What follows belongs to an exercise in optimizing a design on an open flow for small area and a short achievable clock period; a production flow would make more cautious choices. Power is estimated from default activity; no workload was simulated.

Setup of job 101:
==> module fp_add, before the edit <==
module fp_add (
    input  logic        clk,
    input  logic        rst,
    input  logic        add,
    input  logic        update,
    input  logic        run,
    input  logic [31:0] b,
    output logic [31:0] sum
);
    logic [31:0] a;
    assign a = sum;
    logic za, zb;
    always @(posedge clk)
        za <= (a[30:0] == 31'd0);
    assign zb = (b[30:23] == 8'd0);
    logic [23:0] man_a, man_b;
    assign man_a = {~za, a[22:0]};
    assign man_b = {~zb, b[22:0]};
    logic [8:0] diff;
    logic [7:0] mag;
    assign diff = {1'b0, a[30:23]} - {1'b0, b[30:23]};
    assign mag  = diff[8] ? -diff[7:0] : diff[7:0];
    logic       swap;
    logic [4:0] shamt;
    always @(posedge clk) begin
        swap  <= diff[8];
        shamt <= (mag[7:5] != 3'd0) ? 5'd31 : mag[4:0];
    end
    logic        swap_r;
    logic [23:0] minor;
    always @(posedge clk) begin
        swap_r <= swap;
        minor  <= (swap ? man_a : man_b) >> shamt;
    end
    logic        larger;     
    logic        s_sgn;
    logic [7:0]  s_exp;
    logic [24:0] s_man;
    always @(posedge clk) begin
        if (add) begin
            s_sgn <= (za && zb) ? 1'b0 : (larger ? a[31] : b[31]);
            s_exp <= swap_r ? b[30:23] : a[30:23];
            s_man <= {1'b0, swap_r ? man_b : man_a} + {1'b0, minor};
        end
    end
    always @(posedge clk or negedge rst) begin
        if (!rst)
            larger <= 1'b0;
        else if (add && run)
            larger <= !diff[8] && (diff[7:0] != 8'd0 || a[22:0] > b[22:0]);
    end
    logic norm;
    assign norm = s_man[24] && !s_man[23] && (s_exp != 8'd0);
    always @(posedge clk or negedge rst) begin
        if (!rst)
            sum <= 32'd0;
        else if (update)
            sum <= {s_sgn, s_exp + {7'd0, norm}, norm ? s_man[23:1] : s_man[22:0]};
    end
endmodule
==> module PE, before the edit <==
module PE (
    input clk,
    input rst,
    input logic [31:0] PE_in_a,
    input logic [31:0] PE_in_b,
    output logic [31:0] PE_out_r
);
    logic [4:0] pm;      
    logic [5:0] pa;      
    logic       run;     
    always @(posedge clk or negedge rst) begin
        if (!rst) begin
            pm  <= 5'b00001;
            pa  <= 6'b000001;
            run <= 1'b0;
        end
        else begin
            pm <= {pm[3:0], pm[4]};
            pa <= {pa[4:0], pa[5]};
            if (pa[5])
                run <= 1'b1;
        end
    end
    logic [31:0] prod;
    fp_mult uut_1 (.clk(clk),
                   .load(pm[0]),
                   .first(pm[1]),
                   .store(pm[1] & ~pa[2]),
                   .a(PE_in_a),
                   .b(PE_in_b),
                   .result(prod));
    fp_add uut_2 (.clk(clk),
                  .rst(rst),
                  .add((pa[4] & ~pm[2]) | (pa[3] & pm[1])),
                  .update(pa[5] & run),
                  .run(run),
                  .b(prod),
                  .sum(PE_out_r));
endmodule
Settings: LEC_CHECK=0, CAP_MARGIN=20, CORE_MARGIN=2, CORE_UTILIZATION=40, SLEW_MARGIN=20; clock period 12.0 ns.
standard.sh (not shown) runs the stock make flow with config.mk's settings and CLKGATE_MAP_FILE= SYNTH_SCRIPT=/design/flow/synth_recipe.tcl, a recipe that flattens the netlist after the stock synthesis.
==> flow/flow/run.sh <==
#!/bin/bash
set -euo pipefail
bash standard.sh finish SETUP_SLACK_MARGIN=8.5 "BUFFER_PORTS_ARGS=-buffer_cell sky130_fd_sc_hd__buf_2" > flow.log 2>&1
Job 101: PASS, flow complete, no timing, DRC or antenna violations
The following lists how job 102 was set up differently from job 101:
--- a/flow/design.v
+++ b/flow/design.v
@@ -673,22 +673,20 @@
     always @(posedge clk)
         za <= (a[30:0] == 31'd0);
     assign zb = (b[30:23] == 8'd0);
     logic [23:0] man_a, man_b;
     assign man_a = {~za, a[22:0]};
     assign man_b = {~zb, b[22:0]};
-    logic [8:0] diff;
-    logic [7:0] mag;
-    assign diff = {1'b0, a[30:23]} - {1'b0, b[30:23]};
-    assign mag  = diff[8] ? -diff[7:0] : diff[7:0];
     logic       swap;
     logic [4:0] shamt;
-    always @(posedge clk) begin
-        swap  <= diff[8];
-        shamt <= (mag[7:5] != 3'd0) ? 5'd31 : mag[4:0];
-    end
+    logic [8:0] diff;
+    logic [7:0] mag;
+    assign diff  = {1'b0, a[30:23]} - {1'b0, b[30:23]};
+    assign swap  = diff[8];
+    assign mag   = swap ? -diff[7:0] : diff[7:0];
+    assign shamt = (mag[7:5] != 3'd0) ? 5'd31 : mag[4:0];
     logic        swap_r;
     logic [23:0] minor;
     always @(posedge clk) begin
         swap_r <= swap;
         minor  <= (swap ? man_a : man_b) >> shamt;
     end
@@ -704,13 +702,13 @@
         end
     end
     always @(posedge clk or negedge rst) begin
         if (!rst)
             larger <= 1'b0;
         else if (add && run)
-            larger <= !diff[8] && (diff[7:0] != 8'd0 || a[22:0] > b[22:0]);
+            larger <= !swap && (diff[7:0] != 8'd0 || a[22:0] > b[22:0]);
     end
     logic norm;
     assign norm = s_man[24] && !s_man[23] && (s_exp != 8'd0);
     always @(posedge clk or negedge rst) begin
         if (!rst)
             sum <= 32'd0;
@@ -749,12 +747,12 @@
                    .store(pm[1] & ~pa[2]),
                    .a(PE_in_a),
                    .b(PE_in_b),
                    .result(prod));
     fp_add uut_2 (.clk(clk),
                   .rst(rst),
-                  .add((pa[4] & ~pm[2]) | (pa[3] & pm[1])),
+                  .add(pa[3]),
                   .update(pa[5] & run),
                   .run(run),
                   .b(prod),
                   .sum(PE_out_r));
 endmodule
### Flow results
- In summary, job 102 completed successfully, with a layout that passed the timing, design-rule and antenna checks.
- Between job 101 and job 102, the flow reports static leakage power increasing by more than 10%.
- Total stage count of the critical path (lower): job 101
- Job 102 against job 101: power density over the cells went down; total via count after detailed routing went up; violation count after the first detailed-route iteration essentially unchanged.
Function was not checked in any run of this note: the RTL went through the layout flow alone.

afterwards: timing with drivers on the ports:
Ports are ideal in the flow. The routed layouts listed here were re-timed in OpenROAD. Step 1 (the two cells are an assumption about what drives the block):
set clk [get_ports {clk}]
set_driving_cell -lib_cell sky130_fd_sc_hd__clkbuf_16 $clk
set_driving_cell -lib_cell sky130_fd_sc_hd__buf_2 [delete_from_list [all_inputs] $clk]
Step 2 also shifts input and output timing later by t, the mid clock arrival at the registers, as if the neighbouring blocks saw the same clock. Three values: ideal, step 1, step 2; two values: the first two.
run | t (ns) | setup WS [ns] | hold WS [ns] | pins driven straight from the clock port
job 101 | 0.625 | 8.462 / 8.420 / 7.850 | 0.341 / 0.341 / 0.341 | 1
job 102 | 0.647 | 7.823 / 7.823 / 7.809 | 0.336 / 0.336 / 0.336 | 1
After both steps setup and hold are still met in every run listed. For job 101, which loses most, drivers alone change the setup slack by -0.042 ns; drivers and shift together by -0.612 ns.
